Background: an optimization exercise with open tools, aiming at small area, a short achievable clock period and few clock cycles. Do not read the settings as production practice. Where RTL was checked, it was by simulation tests only, not by an equivalence proof against the original.

==> inputs of run a <==
// Mips_Processor
module Mips_Processor (
    input             clk,
    input             rst,
    output     [15:0] mem_addr,
    output            mem_wr,
    output     [15:0] mem_wdata,
    input      [15:0] mem_rdata,
    output reg        wb_we,
    output reg [3:0]  wb_rd,
    output reg [15:0] wb_data
);
    localparam OP_ADD  = 4'd0,  OP_ADDM = 4'd1,  OP_SUB = 4'd2,  OP_ADDI = 4'd3;
    localparam OP_MUL  = 4'd4,  OP_AND  = 4'd5,  OP_SHL = 4'd6,  OP_LW   = 4'd7;
    localparam OP_LWI  = 4'd8,  OP_SW   = 4'd9,  OP_SWI = 4'd10, OP_CLR  = 4'd11;
    localparam OP_LI   = 4'd12, OP_CMP  = 4'd13, OP_BNE = 4'd14, OP_J    = 4'd15;
    function writes_reg(input [3:0] op);
        writes_reg = (op == OP_ADD) || (op == OP_ADDM) || (op == OP_SUB) || (op == OP_ADDI) ||
                     (op == OP_AND) || (op == OP_SHL) || (op == OP_LW) || (op == OP_LWI) ||
                     (op == OP_CLR) || (op == OP_LI);
    endfunction
    function uses_ba(input [3:0] op);
        uses_ba = (op == OP_ADDM) || (op == OP_LW) || (op == OP_LWI) || (op == OP_SW) || (op == OP_SWI);
    endfunction
    function is_load(input [3:0] op);
        is_load = (op == OP_ADDM) || (op == OP_LW) || (op == OP_LWI);
    endfunction
    function b_is_reg(input [3:0] op);
        b_is_reg = (op == OP_ADD) || (op == OP_SUB) || (op == OP_MUL) || (op == OP_AND) || (op == OP_CMP);
    endfunction
    function real_rd(input [3:0] r);
        real_rd = (r != 4'd0) && (r != 4'd9) && (r != 4'd12) && (r != 4'd13);
    endfunction
    function is_hilo(input [3:0] r);
        is_hilo = (r == 4'd12) || (r == 4'd13);
    endfunction
    function [20:0] ks20(input [19:0] a, input [19:0] b, input cin);
        reg [19:0] g, p, gg, pp;
        integer i, d;
        begin
            g = a & b;
            p = a ^ b;
            gg = g;
            pp = p;
            gg[0] = g[0] | (p[0] & cin);
            for (d = 1; d < 20; d = d * 2)
                for (i = 19; i >= d; i = i - 1) begin
                    gg[i] = gg[i] | (pp[i] & gg[i - d]);
                    pp[i] = pp[i] & pp[i - d];
                end
            ks20 = {gg[19], p ^ {gg[18:0], cin}};
        end
    endfunction
    reg  [15:0] pc, tgt;
    reg         tsel;
    reg         d_valid;
    reg  [15:0] d_ir;
  ...
export LEC_CHECK = 0
export ABC_AREA = 1
export CAP_MARGIN = 20
export CORE_MARGIN = 2
export CORE_UTILIZATION = 40
export PLACE_DENSITY = 0.6
export SLEW_MARGIN = 20
create_clock -name core_clock -period 11.0 [get_ports {clk}]
standard.sh (not shown) runs the stock make flow with config.mk's settings and CLKGATE_MAP_FILE= SYNTH_SCRIPT=/design/flow/synth_recipe.tcl, a recipe that flattens the netlist after the stock synthesis.
==> flow/flow/run.sh <==
#!/bin/bash
# Standard layout with extra make settings: a tighter timing-repair target,
# and the settings listed on the make line below.
set -euo pipefail
bash standard.sh 'SETUP_SLACK_MARGIN=7' 'BUFFER_PORTS_ARGS=-buffer_cell sky130_fd_sc_hd__buf_4' finish > flow_make.log 2>&1
==> run b (differences from run a) <==
--- a/flow/design.v
+++ b/flow/design.v
@@ -53,20 +53,19 @@
     reg  [15:0] pc, tgt;
     reg         tsel;
     reg         d_valid;
     reg  [15:0] d_ir;
     reg         d_ba, d_rd1, d_rd2, d_isbne, d_hl;
     reg  [3:0]  d_r1, d_r2;
     reg         e_valid;
     reg  [3:0]  e_rd;
-    reg  [15:0] e_v1, e_v2, e_imm;    
+    reg  [15:0] e_v1, e_v2, e_imm;
     reg         e_fm1, e_fw1, e_fm2, e_fw2;
     reg         e_fv1, e_fv2;    
-    reg         e_bm, e_bw, e_bv, e_bi;
     reg         e_fwd;           
     reg         e_ldr;           
     reg         e_sub, e_breg, e_s_and, e_s_shl, e_s_imm, e_cmp, e_mul, e_bne;
     reg         e_mem, e_sw, e_two, e_ld, e_addm, e_wr;
     reg         m_valid, m_port, m_wr, m_ph1, m_swi;
     reg         m_asel, a_t, a_p;
     reg         m_two, m_ld, m_addm, m_wrr;
     reg  [3:0]  m_rd;
@@ -80,22 +79,19 @@
     wire freeze = m_ph1;        
     wire [15:0] fa   = tsel ? tgt : pc;
     assign mem_addr  = ({16{m_asel}} & m_res) | ({16{a_t}} & tgt) | ({16{a_p}} & pc);
     assign mem_wr    = m_wr;
     assign mem_wdata = m_s;
     wire [20:0] m_sum    = ks20({4'd0, m_addm ? m_s : 16'd0}, {4'd0, mem_rdata}, 1'b0);
     wire [15:0] m_result = (m_ld || m_addm) ? m_sum[15:0] : m_res;
     wire [15:0] f1 = ({16{e_fm1}} & m_res) | ({16{e_fw1}} & wb_data) | ({16{e_fv1}} & e_v1);
-    wire [15:0] e_s16 = {16{e_sub}};
-    wire [15:0] f2x = ({16{e_fm2}} & (m_res ^ e_s16)) | ({16{e_fw2}} & (wb_data ^ e_s16)) | ({16{e_fv2}} & e_v2);
-    wire [15:0] f2  = f2x ^ e_s16;
-    wire [15:0] e_b = ({16{e_bm}} & (m_res ^ e_s16)) | ({16{e_bw}} & (wb_data ^ e_s16)) |
-                      ({16{e_bv}} & e_v2) | ({16{e_bi}} & e_imm);
-    wire [20:0] e_ks  = ks20({4'd0, f1}, {4'd0, e_b}, e_sub);
+    wire [15:0] f2 = ({16{e_fm2}} & m_res) | ({16{e_fw2}} & wb_data) | ({16{e_fv2}} & e_v2);
+    wire [15:0] e_b   = e_breg ? f2 : e_imm;
+    wire [20:0] e_ks  = ks20({4'd0, f1}, {4'd0, e_sub ? ~e_b : e_b}, e_sub);
     wire [16:0] e_sum = {e_ks[16], e_ks[15:0]};
     wire        e_eq  = (f1 == f2);
     wire [15:0] e_shl = (e_imm[7:4] != 4'd0) ? 16'd0 : (f1 << e_imm[3:0]);
     wire [3:0]  e_sr  = {e_eq, e_sum[15], e_sum[16], (f1[15] != f2[15]) && (e_sum[15] != f1[15])};
     wire [15:0] e_res = e_s_and ? (f1 & f2) :
                         e_s_shl ? e_shl :
                         e_s_imm ? e_imm :
                         e_cmp   ? {e_sr, 12'd0} : e_sum[15:0];
@@ -109,18 +105,16 @@
     always @* begin
         case (d_op)
             OP_ADDM, OP_LW, OP_LI: d_imm = d_sx2;
             OP_CLR:                d_imm = 16'd0;
             default:               d_imm = d_sx;
         endcase
     end
     wire [3:0]  d_dest = (d_op == OP_CMP) ? 4'd9 : d_ir[11:8];
-    wire        d_sub  = (d_op == OP_SUB) || (d_op == OP_CMP);
-    wire        d_breg = b_is_reg(d_op);
     wire        d_fwd  = (writes_reg(d_op) && !is_load(d_op) && real_rd(d_ir[11:8])) || (d_op == OP_CMP);
     function [15:0] rf_rd(input [3:0] r);
         case (r)
             4'd1:    rf_rd = x1;
             4'd2:    rf_rd = x2;
             4'd3:    rf_rd = x3;
             4'd4:    rf_rd = x4;
             4'd5:    rf_rd = x5;
@@ -159,18 +153,17 @@
     wire [9:0]  f_lo   = {f_ks[8:0], pcp2[0]};
     wire [6:0]  f_hi0  = pcp2[15:9];
     wire [6:0]  f_hip  = pcp2[15:9] + 7'd1;
     wire [6:0]  f_him  = pcp2[15:9] - 7'd1;
     wire [6:0]  f_hic  = mem_rdata[7] ? f_hi0 : f_hip;     
     wire [6:0]  f_hin  = mem_rdata[7] ? f_him : f_hi0;     
     wire [6:0]  f_hi   = ({7{f_lo[9]}} & f_hic) | ({7{!f_lo[9]}} & f_hin);
     wire [15:0] f_btgt = {f_hi, f_lo[8:0]};
-    wire        d_free = !d_valid || d_adv;      
-    wire        take   = !m_port && d_free && !mis_d && !mis_e;
+    wire        take   = !m_port && (!d_valid || d_adv) && !mis_d && !mis_e;
     wire        tsel_n = !mis_e && !mis_d && (take ? (f_op == OP_BNE) : tsel);
     wire        masel_n = freeze || (e_valid && e_mem);
     wire        f_ba   = uses_ba(f_op);
     wire        f_rd1  = (f_op != OP_LI) && (f_op != OP_CLR) && (f_op != OP_BNE) && (f_op != OP_J);
     wire        f_rd2  = b_is_reg(f_op) || (f_op == OP_ADDM) || (f_op == OP_SW) || (f_op == OP_SWI);
     wire        f_hl   = (f_rd1 && !f_ba && is_hilo(mem_rdata[11:8])) ||
                          (f_rd2 && is_hilo(f_ba ? mem_rdata[11:8] : mem_rdata[7:4]));
     function [17:0] mpick(input [1:0] dgt);
@@ -194,26 +187,16 @@
         if (rst_q || (wb_we && wb_rd == 4'd5))  x5  <= rst_q ? 16'd0 : wb_data;
         if (rst_q || (wb_we && wb_rd == 4'd6))  x6  <= rst_q ? 16'd0 : wb_data;
         if (rst_q || (wb_we && wb_rd == 4'd7))  x7  <= rst_q ? 16'd0 : wb_data;
         if (rst_q || (wb_we && wb_rd == 4'd8))  x8  <= rst_q ? 16'd0 : wb_data;
         if (rst_q || (wb_we && wb_rd == 4'd10)) x10 <= rst_q ? 16'd0 : wb_data;
         if (rst_q || (wb_we && wb_rd == 4'd11)) x11 <= rst_q ? 16'd0 : wb_data;
         if (rst_q || (wb_we && wb_rd == 4'd14)) x14 <= rst_q ? 16'd0 : wb_data;
         if (rst_q || (wb_we && wb_rd == 4'd15)) x15 <= rst_q ? 16'd0 : wb_data;
-        if (d_free) begin
-            d_ir <= mem_rdata;
-            d_ba <= f_ba;
-            d_r1 <= f_ba ? 4'd10 : mem_rdata[11:8];
-            d_r2 <= f_ba ? mem_rdata[11:8] : mem_rdata[7:4];
-            d_rd1 <= f_rd1;
-            d_rd2 <= f_rd2;
-            d_isbne <= (f_op == OP_BNE);
-            d_hl <= f_hl;
-        end
         if (rst)
             mcnt <= 3'd0;
         else if (e_mulv && !freeze)
             mcnt <= 3'd4;
         else if (mcnt != 3'd0)
             mcnt <= mcnt - 3'd1;
         if (rst_q) begin
             hi <= 16'd0;
@@ -249,21 +232,17 @@
             wb_we   <= m_valid && m_wrr && !freeze;
             wb_rd   <= m_rd;
             wb_data <= m_result;
             if (freeze) begin
                 m_ph1   <= 1'b0;
                 m_res   <= mem_rdata;
                 m_wr    <= m_swi;
                 e_v1    <= f1;
-                e_v2    <= f2x;
-                e_bm    <= 1'b0;
-                e_bw    <= 1'b0;
-                e_bv    <= e_breg;
-                e_bi    <= !e_breg;
+                e_v2    <= f2;
                 e_fm1   <= 1'b0;
                 e_fm2   <= 1'b0;
                 e_fw1   <= 1'b0;
                 e_fw2   <= 1'b0;
                 e_fv1   <= 1'b1;
                 e_fv2   <= 1'b1;
             end else begin
                 m_valid <= e_valid;
@@ -278,30 +257,26 @@
                 m_ld    <= e_ld;
                 m_addm  <= e_addm;
                 m_wrr   <= e_wr;
                 e_valid <= d_adv && !mis_e && (!d_bne || e_cmpv);
                 e_rd    <= d_dest;
                 e_fwd   <= d_fwd;
                 e_ldr   <= is_load(d_op) && real_rd(d_ir[11:8]);
                 e_v1    <= d_bne ? pc : d_ra;    
-                e_v2    <= d_sub ? ~d_rb : d_rb;
-                e_bm    <= d_breg && fm2_n;
-                e_bw    <= d_breg && !fm2_n && fw2_n;
-                e_bv    <= d_breg && !fm2_n && !fw2_n;
-                e_bi    <= !d_breg;
+                e_v2    <= d_rb;
                 e_imm   <= d_imm;
                 e_fm1   <= fm1_n;
                 e_fm2   <= fm2_n;
                 e_fw1   <= !fm1_n && fw1_n;
                 e_fw2   <= !fm2_n && fw2_n;
                 e_fv1   <= !fm1_n && !fw1_n;
                 e_fv2   <= !fm2_n && !fw2_n;
-                e_sub   <= d_sub;
-                e_breg  <= d_breg;
+                e_sub   <= (d_op == OP_SUB) || (d_op == OP_CMP);
+                e_breg  <= b_is_reg(d_op);
                 e_s_and <= (d_op == OP_AND);
                 e_s_shl <= (d_op == OP_SHL);
                 e_s_imm <= (d_op == OP_CLR) || (d_op == OP_LI);
                 e_cmp   <= (d_op == OP_CMP);
                 e_mul   <= (d_op == OP_MUL);
                 e_bne   <= (d_op == OP_BNE);
                 e_mem   <= d_ba;
                 e_sw    <= (d_op == OP_SW);
@@ -326,15 +301,23 @@
                     tsel <= 1'b0;
                     d_valid <= 1'b0;
                 end else begin
                     pc <= pcp2;
                     tsel <= (f_op == OP_BNE);
                     if (f_op == OP_BNE)
                         tgt <= f_btgt;
                     d_valid <= 1'b1;
+                    d_ir <= mem_rdata;
+                    d_ba <= f_ba;
+                    d_r1 <= f_ba ? 4'd10 : mem_rdata[11:8];
+                    d_r2 <= f_ba ? mem_rdata[11:8] : mem_rdata[7:4];
+                    d_rd1 <= f_rd1;
+                    d_rd2 <= f_rd2;
+                    d_isbne <= (f_op == OP_BNE);
+                    d_hl <= f_hl;
                 end
             end else if (d_adv) begin
                 d_valid <= 1'b0;
             end
         end
     end
 endmodule
--- a/flow/config.mk
+++ b/flow/config.mk
@@ -4,10 +4,12 @@
 export VERILOG_FILES = /design/flow/design.v
 export SDC_FILE = /design/flow/constraint.sdc
 export NUM_CORES = 4
 export LEC_CHECK = 0
 export ABC_AREA = 1
 export CAP_MARGIN = 20
 export CORE_MARGIN = 2
 export CORE_UTILIZATION = 40
+export CTS_CLUSTER_DIAMETER = 80
+export CTS_CLUSTER_SIZE = 30
 export PLACE_DENSITY = 0.6
 export SLEW_MARGIN = 20
==> run c (differences from run a) <==
==> flow/design.v (replaced) <==
module Mips_Processor (
    input             clk,
    input             rst,
    output     [15:0] mem_addr,
    output            mem_wr,
    output     [15:0] mem_wdata,
    input      [15:0] mem_rdata,
    output reg        wb_we,
    output reg [3:0]  wb_rd,
    output reg [15:0] wb_data
);
    localparam OP_ADD  = 4'd0,  OP_ADDM = 4'd1,  OP_SUB = 4'd2,  OP_ADDI = 4'd3;
    localparam OP_MUL  = 4'd4,  OP_AND  = 4'd5,  OP_SHL = 4'd6,  OP_LW   = 4'd7;
    localparam OP_LWI  = 4'd8,  OP_SW   = 4'd9,  OP_SWI = 4'd10, OP_CLR  = 4'd11;
    localparam OP_LI   = 4'd12, OP_CMP  = 4'd13, OP_BNE = 4'd14, OP_J    = 4'd15;
    function writes_reg(input [3:0] op);
        writes_reg = (op == OP_ADD) || (op == OP_ADDM) || (op == OP_SUB) || (op == OP_ADDI) ||
                     (op == OP_AND) || (op == OP_SHL) || (op == OP_LW) || (op == OP_LWI) ||
                     (op == OP_CLR) || (op == OP_LI);
    endfunction
    function uses_ba(input [3:0] op);
        uses_ba = (op == OP_ADDM) || (op == OP_LW) || (op == OP_LWI) || (op == OP_SW) || (op == OP_SWI);
    endfunction
    function is_load(input [3:0] op);
        is_load = (op == OP_ADDM) || (op == OP_LW) || (op == OP_LWI);
    endfunction
    function b_is_reg(input [3:0] op);
        b_is_reg = (op == OP_ADD) || (op == OP_SUB) || (op == OP_MUL) || (op == OP_AND) || (op == OP_CMP);
    endfunction
    function real_rd(input [3:0] r);
        real_rd = (r != 4'd0) && (r != 4'd9) && (r != 4'd12) && (r != 4'd13);
    endfunction
    function is_hilo(input [3:0] r);
        is_hilo = (r == 4'd12) || (r == 4'd13);
    endfunction
    function [20:0] ks20(input [19:0] a, input [19:0] b, input cin);
        reg [19:0] g, p, gg, pp;
        integer i, d;
        begin
            g = a & b;
            p = a ^ b;
            gg = g;
            pp = p;
            gg[0] = g[0] | (p[0] & cin);
            for (d = 1; d < 20; d = d * 2)
                for (i = 19; i >= d; i = i - 1) begin
                    gg[i] = gg[i] | (pp[i] & gg[i - d]);
                    pp[i] = pp[i] & pp[i - d];
                end
            ks20 = {gg[19], p ^ {gg[18:0], cin}};
        end
    endfunction
    reg  [15:0] pc, tgt;
    reg         tsel;
    reg         d_valid;
    reg  [15:0] d_ir;
    reg         d_ba, d_rd1, d_rd2, d_isbne, d_hl;
    reg         e_valid;
    reg  [3:0]  e_rd;
    reg  [15:0] e_v1, e_v2, e_imm;
    reg         e_fm1, e_fw1, e_fm2, e_fw2;
    reg         e_fwd;           
    reg         e_ldr;           
    reg         e_sub, e_breg, e_s_and, e_s_shl, e_s_imm, e_cmp, e_mul, e_bne;
    reg         e_mem, e_sw, e_two, e_ld, e_addm, e_wr;
    reg         m_valid, m_port, m_wr, m_ph1, m_swi;
    reg         m_asel;          
    reg         m_two, m_ld, m_addm, m_wrr;
    reg  [3:0]  m_rd;
    reg  [15:0] m_res, m_s;
    reg  [3:0]  sr;              
    reg  [15:0] hi, lo, mcand;
    reg  [17:0] mcand3;          
    reg  [2:0]  mcnt;
    reg  [15:0] x1, x2, x3, x4, x5, x6, x7, x8, x10, x11, x14, x15;
    reg         rst_q;           
    wire freeze = m_ph1;        
    wire [15:0] fa   = tsel ? tgt : pc;
    assign mem_addr  = m_asel ? m_res : fa;
    assign mem_wr    = m_wr;
    assign mem_wdata = m_s;
    wire [20:0] m_sum    = ks20({4'd0, m_addm ? m_s : 16'd0}, {4'd0, mem_rdata}, 1'b0);
    wire [15:0] m_result = (m_ld || m_addm) ? m_sum[15:0] : m_res;
    wire [15:0] f1 = e_fm1 ? m_res : (e_fw1 ? wb_data : e_v1);
    wire [15:0] f2 = e_fm2 ? m_res : (e_fw2 ? wb_data : e_v2);
    wire [15:0] e_b   = e_breg ? f2 : e_imm;
    wire [20:0] e_ks  = ks20({4'd0, f1}, {4'd0, e_sub ? ~e_b : e_b}, e_sub);
    wire [16:0] e_sum = {e_ks[16], e_ks[15:0]};
    wire        e_eq  = (f1 == f2);
    wire [15:0] e_shl = (e_imm[7:4] != 4'd0) ? 16'd0 : (f1 << e_imm[3:0]);
    wire [3:0]  e_sr  = {e_eq, e_sum[15], e_sum[16], (f1[15] != f2[15]) && (e_sum[15] != f1[15])};
    wire [15:0] e_res = e_s_and ? (f1 & f2) :
                        e_s_shl ? e_shl :
                        e_s_imm ? e_imm :
                        e_cmp   ? {e_sr, 12'd0} : e_sum[15:0];
    wire e_cmpv = e_valid && e_cmp;
    wire [20:0] mcand3_n = ks20({4'd0, f1}, {3'd0, f1, 1'b0}, 1'b0);
    wire e_mulv = e_valid && e_mul;
    wire [3:0]  d_op  = d_ir[15:12];
    wire [3:0]  d_r1  = d_ba ? 4'd10 : d_ir[11:8];
    wire [3:0]  d_r2  = d_ba ? d_ir[11:8] : d_ir[7:4];
    wire [15:0] d_sx  = {{8{d_ir[7]}}, d_ir[7:0]};
    wire [15:0] d_sx2 = {d_sx[14:0], 1'b0};
    reg  [15:0] d_imm;
    always @* begin
        case (d_op)
            OP_ADDM, OP_LW, OP_LI: d_imm = d_sx2;
            OP_CLR:                d_imm = 16'd0;
            default:               d_imm = d_sx;
        endcase
    end
    wire [3:0]  d_dest = (d_op == OP_CMP) ? 4'd9 : d_ir[11:8];
    wire        d_fwd  = (writes_reg(d_op) && !is_load(d_op) && real_rd(d_ir[11:8])) || (d_op == OP_CMP);
    function [15:0] rf_rd(input [3:0] r);
        case (r)
            4'd1:    rf_rd = x1;
            4'd2:    rf_rd = x2;
            4'd3:    rf_rd = x3;
            4'd4:    rf_rd = x4;
            4'd5:    rf_rd = x5;
            4'd6:    rf_rd = x6;
            4'd7:    rf_rd = x7;
            4'd8:    rf_rd = x8;
            4'd9:    rf_rd = {sr, 12'd0};
            4'd10:   rf_rd = x10;
            4'd11:   rf_rd = x11;
            4'd12:   rf_rd = hi;
            4'd13:   rf_rd = lo;
            4'd14:   rf_rd = x14;
            4'd15:   rf_rd = x15;
            default: rf_rd = 16'd0;
        endcase
    endfunction
    wire        wb_real = wb_we && real_rd(wb_rd);
    wire [15:0] d_ra    = (wb_real && wb_rd == d_ir[11:8]) ? wb_data : rf_rd(d_ir[11:8]);
    wire [15:0] d_rb    = (wb_real && wb_rd == d_ir[7:4]) ? wb_data : rf_rd(d_ir[7:4]);
    wire [15:0] d_ba_v  = (wb_we && wb_rd == 4'd10) ? wb_data : x10;
    wire m_wreal  = m_valid && m_wrr && real_rd(m_rd);
    wire load_use = e_valid && e_ldr && ((d_rd1 && d_r1 == e_rd) || (d_rd2 && d_r2 == e_rd));
    wire mul_busy = e_mulv || (mcnt != 3'd0);
    wire hilo_use = mul_busy && d_hl;
    wire stall_d  = load_use || hilo_use;
    wire d_adv    = d_valid && !freeze && !stall_d;
    wire d_bne    = d_valid && d_isbne;
    wire mis_e    = e_valid && e_bne && sr[3] && !freeze;
    wire mis_d    = d_bne && !e_cmpv && sr[3] && !freeze && !mis_e;
    wire [15:0] pcp2   = fa + 16'd2;
    wire [3:0]  f_op   = mem_rdata[15:12];
    wire [20:0] f_ks   = ks20({12'd0, pcp2[8:1]}, {12'd0, mem_rdata[7:0]}, 1'b0);
    wire [9:0]  f_lo   = {f_ks[8:0], pcp2[0]};
    wire [6:0]  f_hi0  = pcp2[15:9];
    wire [6:0]  f_hip  = pcp2[15:9] + 7'd1;
    wire [6:0]  f_him  = pcp2[15:9] - 7'd1;
    wire        f_s0   = (f_lo[9] == mem_rdata[7]);
    wire        f_sp   = f_lo[9] && !mem_rdata[7];
    wire        f_sm   = !f_lo[9] && mem_rdata[7];
    wire [6:0]  f_hi   = ({7{f_s0}} & f_hi0) | ({7{f_sp}} & f_hip) | ({7{f_sm}} & f_him);
    wire [15:0] f_btgt = {f_hi, f_lo[8:0]};
    wire        take   = !m_port && (!d_valid || d_adv) && !mis_d && !mis_e;
    wire        f_ba   = uses_ba(f_op);
    wire        f_rd1  = (f_op != OP_LI) && (f_op != OP_CLR) && (f_op != OP_BNE) && (f_op != OP_J);
    wire        f_rd2  = b_is_reg(f_op) || (f_op == OP_ADDM) || (f_op == OP_SW) || (f_op == OP_SWI);
    wire        f_hl   = (f_rd1 && !f_ba && is_hilo(mem_rdata[11:8])) ||
                         (f_rd2 && is_hilo(f_ba ? mem_rdata[11:8] : mem_rdata[7:4]));
    function [17:0] mpick(input [1:0] dgt);
        mpick = ({18{dgt == 2'd1}} & {2'b00, mcand}) |
                ({18{dgt == 2'd2}} & {1'b0, mcand, 1'b0}) |
                ({18{dgt == 2'd3}} & mcand3);
    endfunction
    wire [19:0] mul_x = {4'd0, hi};
    wire [19:0] mul_y = {2'd0, mpick(lo[1:0])};
    wire [19:0] mul_z = {mpick(lo[3:2]), 2'd0};
    wire [19:0] mul_s = mul_x ^ mul_y ^ mul_z;
    wire [19:0] mul_c = (mul_x & mul_y) | (mul_x & mul_z) | (mul_y & mul_z);
    wire [20:0] mul_k = ks20(mul_s, {mul_c[18:0], 1'b0}, 1'b0);
    wire [19:0] mul_p = mul_k[19:0];
    always @(posedge clk) begin
        rst_q <= rst;
        if (rst_q || (wb_we && wb_rd == 4'd1))  x1  <= rst_q ? 16'd0 : wb_data;
        if (rst_q || (wb_we && wb_rd == 4'd2))  x2  <= rst_q ? 16'd0 : wb_data;
        if (rst_q || (wb_we && wb_rd == 4'd3))  x3  <= rst_q ? 16'd0 : wb_data;
        if (rst_q || (wb_we && wb_rd == 4'd4))  x4  <= rst_q ? 16'd0 : wb_data;
        if (rst_q || (wb_we && wb_rd == 4'd5))  x5  <= rst_q ? 16'd0 : wb_data;
        if (rst_q || (wb_we && wb_rd == 4'd6))  x6  <= rst_q ? 16'd0 : wb_data;
        if (rst_q || (wb_we && wb_rd == 4'd7))  x7  <= rst_q ? 16'd0 : wb_data;
        if (rst_q || (wb_we && wb_rd == 4'd8))  x8  <= rst_q ? 16'd0 : wb_data;
        if (rst_q || (wb_we && wb_rd == 4'd10)) x10 <= rst_q ? 16'd0 : wb_data;
        if (rst_q || (wb_we && wb_rd == 4'd11)) x11 <= rst_q ? 16'd0 : wb_data;
        if (rst_q || (wb_we && wb_rd == 4'd14)) x14 <= rst_q ? 16'd0 : wb_data;
        if (rst_q || (wb_we && wb_rd == 4'd15)) x15 <= rst_q ? 16'd0 : wb_data;
        if (rst) begin
            pc <= 16'd0;
            tsel <= 1'b0;
            d_valid <= 1'b0;
            e_valid <= 1'b0;
            m_valid <= 1'b0;
            m_port <= 1'b0;
            m_asel <= 1'b0;
            m_wr <= 1'b0;
            m_ph1 <= 1'b0;
            wb_we <= 1'b0;
            sr <= 4'd0;
            hi <= 16'd0;
            lo <= 16'd0;
            mcnt <= 3'd0;
        end else begin
            wb_we   <= m_valid && m_wrr && !freeze;
            wb_rd   <= m_rd;
            wb_data <= m_result;
            if (e_mulv && !freeze) begin
                hi    <= 16'd0;
                lo    <= f2;
                mcand <= f1;
                mcand3 <= mcand3_n[17:0];
                mcnt  <= 3'd4;
            end else if (mcnt != 3'd0) begin
                {hi, lo} <= {mul_p, lo[15:4]};
                mcnt <= mcnt - 3'd1;
            end
            if (freeze) begin
                m_ph1   <= 1'b0;
                m_res   <= mem_rdata;
                m_wr    <= m_swi;
                m_asel  <= 1'b1;
                e_v1    <= f1;
                e_v2    <= f2;
                e_fw1   <= 1'b0;
                e_fw2   <= 1'b0;
            end else begin
                m_valid <= e_valid;
                m_rd    <= e_rd;
                m_res   <= e_res;
                m_s     <= f2;
                m_port  <= e_valid && e_mem;
                m_asel  <= e_valid && e_mem;
                m_wr    <= e_valid && e_sw;
                m_ph1   <= e_valid && e_two;
                m_two   <= e_two;
                m_swi   <= e_two && !e_wr;
                m_ld    <= e_ld;
                m_addm  <= e_addm;
                m_wrr   <= e_wr;
                if (e_cmpv)
                    sr <= e_sr;
                e_valid <= d_adv && !mis_e && (!d_bne || e_cmpv);
                e_rd    <= d_dest;
                e_fwd   <= d_fwd;
                e_ldr   <= is_load(d_op) && real_rd(d_ir[11:8]);
                e_v1    <= d_bne ? pc : (d_ba ? d_ba_v : d_ra);    
                e_v2    <= d_ba ? d_ra : d_rb;
                e_imm   <= d_imm;
                e_fm1   <= e_valid && e_fwd && (e_rd == d_r1);
                e_fm2   <= e_valid && e_fwd && (e_rd == d_r2);
                e_fw1   <= m_wreal && (m_rd == d_r1);
                e_fw2   <= m_wreal && (m_rd == d_r2);
                e_sub   <= (d_op == OP_SUB) || (d_op == OP_CMP);
                e_breg  <= b_is_reg(d_op);
                e_s_and <= (d_op == OP_AND);
                e_s_shl <= (d_op == OP_SHL);
                e_s_imm <= (d_op == OP_CLR) || (d_op == OP_LI);
                e_cmp   <= (d_op == OP_CMP);
                e_mul   <= (d_op == OP_MUL);
                e_bne   <= (d_op == OP_BNE);
                e_mem   <= d_ba;
                e_sw    <= (d_op == OP_SW);
                e_two   <= (d_op == OP_LWI) || (d_op == OP_SWI);
                e_ld    <= (d_op == OP_LW) || (d_op == OP_LWI);
                e_addm  <= (d_op == OP_ADDM);
                e_wr    <= writes_reg(d_op);
            end
            if (mis_e) begin
                pc <= e_v1;
                tsel <= 1'b0;
                d_valid <= 1'b0;
            end else if (mis_d) begin
                tsel <= 1'b0;
                d_valid <= 1'b0;
            end else if (take) begin
                if (f_op == OP_J) begin
                    pc <= {pcp2[15:13], mem_rdata[11:0], 1'b0};
                    tsel <= 1'b0;
                    d_valid <= 1'b0;
                end else begin
                    pc <= pcp2;
                    tsel <= (f_op == OP_BNE);
                    if (f_op == OP_BNE)
                        tgt <= f_btgt;
                    d_valid <= 1'b1;
                    d_ir <= mem_rdata;
                    d_ba <= f_ba;
                    d_rd1 <= f_rd1;
                    d_rd2 <= f_rd2;
                    d_isbne <= (f_op == OP_BNE);
                    d_hl <= f_hl;
                end
            end else if (d_adv) begin
                d_valid <= 1'b0;
            end
        end
    end
endmodule
==> flow/config.mk (replaced) <==
export PLATFORM = sky130hd
export DESIGN_NAME = Mips_Processor
export DESIGN_NICKNAME = Mips_Processor
export VERILOG_FILES = /design/flow/design.v
export SDC_FILE = /design/flow/constraint.sdc
export NUM_CORES = 4
export LEC_CHECK = 0
export CAP_MARGIN = 20
export CORE_MARGIN = 2
export CORE_UTILIZATION = 40
export PLACE_DENSITY = 0.6
export SLEW_MARGIN = 20
==> impl_metrics.tcl <==
set metrics [dict create \
    synthesis.area_um2 28740 \
    inv_count 106 \
    num_antenna_cells 2 \
    met1_usage_pct 41.47 \
    numCtsBuffers 51 \
    cp_num_cells 4 \
    power.share.clock_pct 23.8 \
    synthSimpleGateAreaFrac_pct 14.34 \
    cts_resized 59 \
    via_count 25270 \
    outcome "timing/DRC/antenna clean" \
]
-- figures above: run c

==> impl_metrics.tcl <==
set metrics [dict create \
    num_antenna_cells 0 \
    via_count 25699 \
    outcome "timing/DRC/antenna clean" \
    met1_usage_pct 39.32 \
    numCtsBuffers 53 \
    inv_count 482 \
    synthSimpleGateAreaFrac_pct 20.19 \
    power.share.clock_pct 25.8 \
    synthesis.area_um2 28660 \
]
-- figures above: run a

==> impl_metrics.tcl <==
set metrics [dict create \
    numCtsBuffers 28 \
    worst-r2r-cell-count 18 \
    synthesis.area_um2 27350 \
    inv_count 445 \
    cts_resized 12 \
    via_count 23735 \
    power.share.clock_pct 19.4 \
    num_antenna_cells 0 \
    outcome "timing/DRC/antenna clean" \
    cp_num_cells 4 \
    synthSimpleGateAreaFrac_pct 17.93 \
]
-- figures above: run b

Testbench counts of run b, summed over its fixed seeds: cycles 23,254.
Testbench counts of run c, summed over its fixed seeds: cycles 23,254.
Only the layout flow was run in run a; the RTL was not checked for function there.

## port drivers added, routing unchanged
The results above use ideal ports. As a check the final layouts listed here were re-extracted and re-timed, cells and wires unchanged.
Step 1, drivers: a clkbuf_16 drives clk and a buf_2 each remaining input, both assumed.
Step 2 times the ports against the registers' clock, not the clock port: input delays grow and output delays shrink by t, the midpoint of the rising clock arrivals with the driver on.
a / b / c = ideal / step 1 / step 2; a / b = the first two.
run	t (ns)	slack for setup (ns)	worst setup path at the end	worst register clock-pin slew, ns
run a	0.700	7.061 / 6.997 / 6.523	input to register	0.07 / 0.07
run b	0.696	7.034 / 6.968 / 6.489	input to register	0.11 / 0.11
run c	0.691	6.891 / 6.826 / 6.343	input to register	0.07 / 0.07
After both steps setup and hold are still met in every run listed. For run c, which loses most, drivers alone change the setup slack by -0.065 ns; drivers and shift together by -0.548 ns.
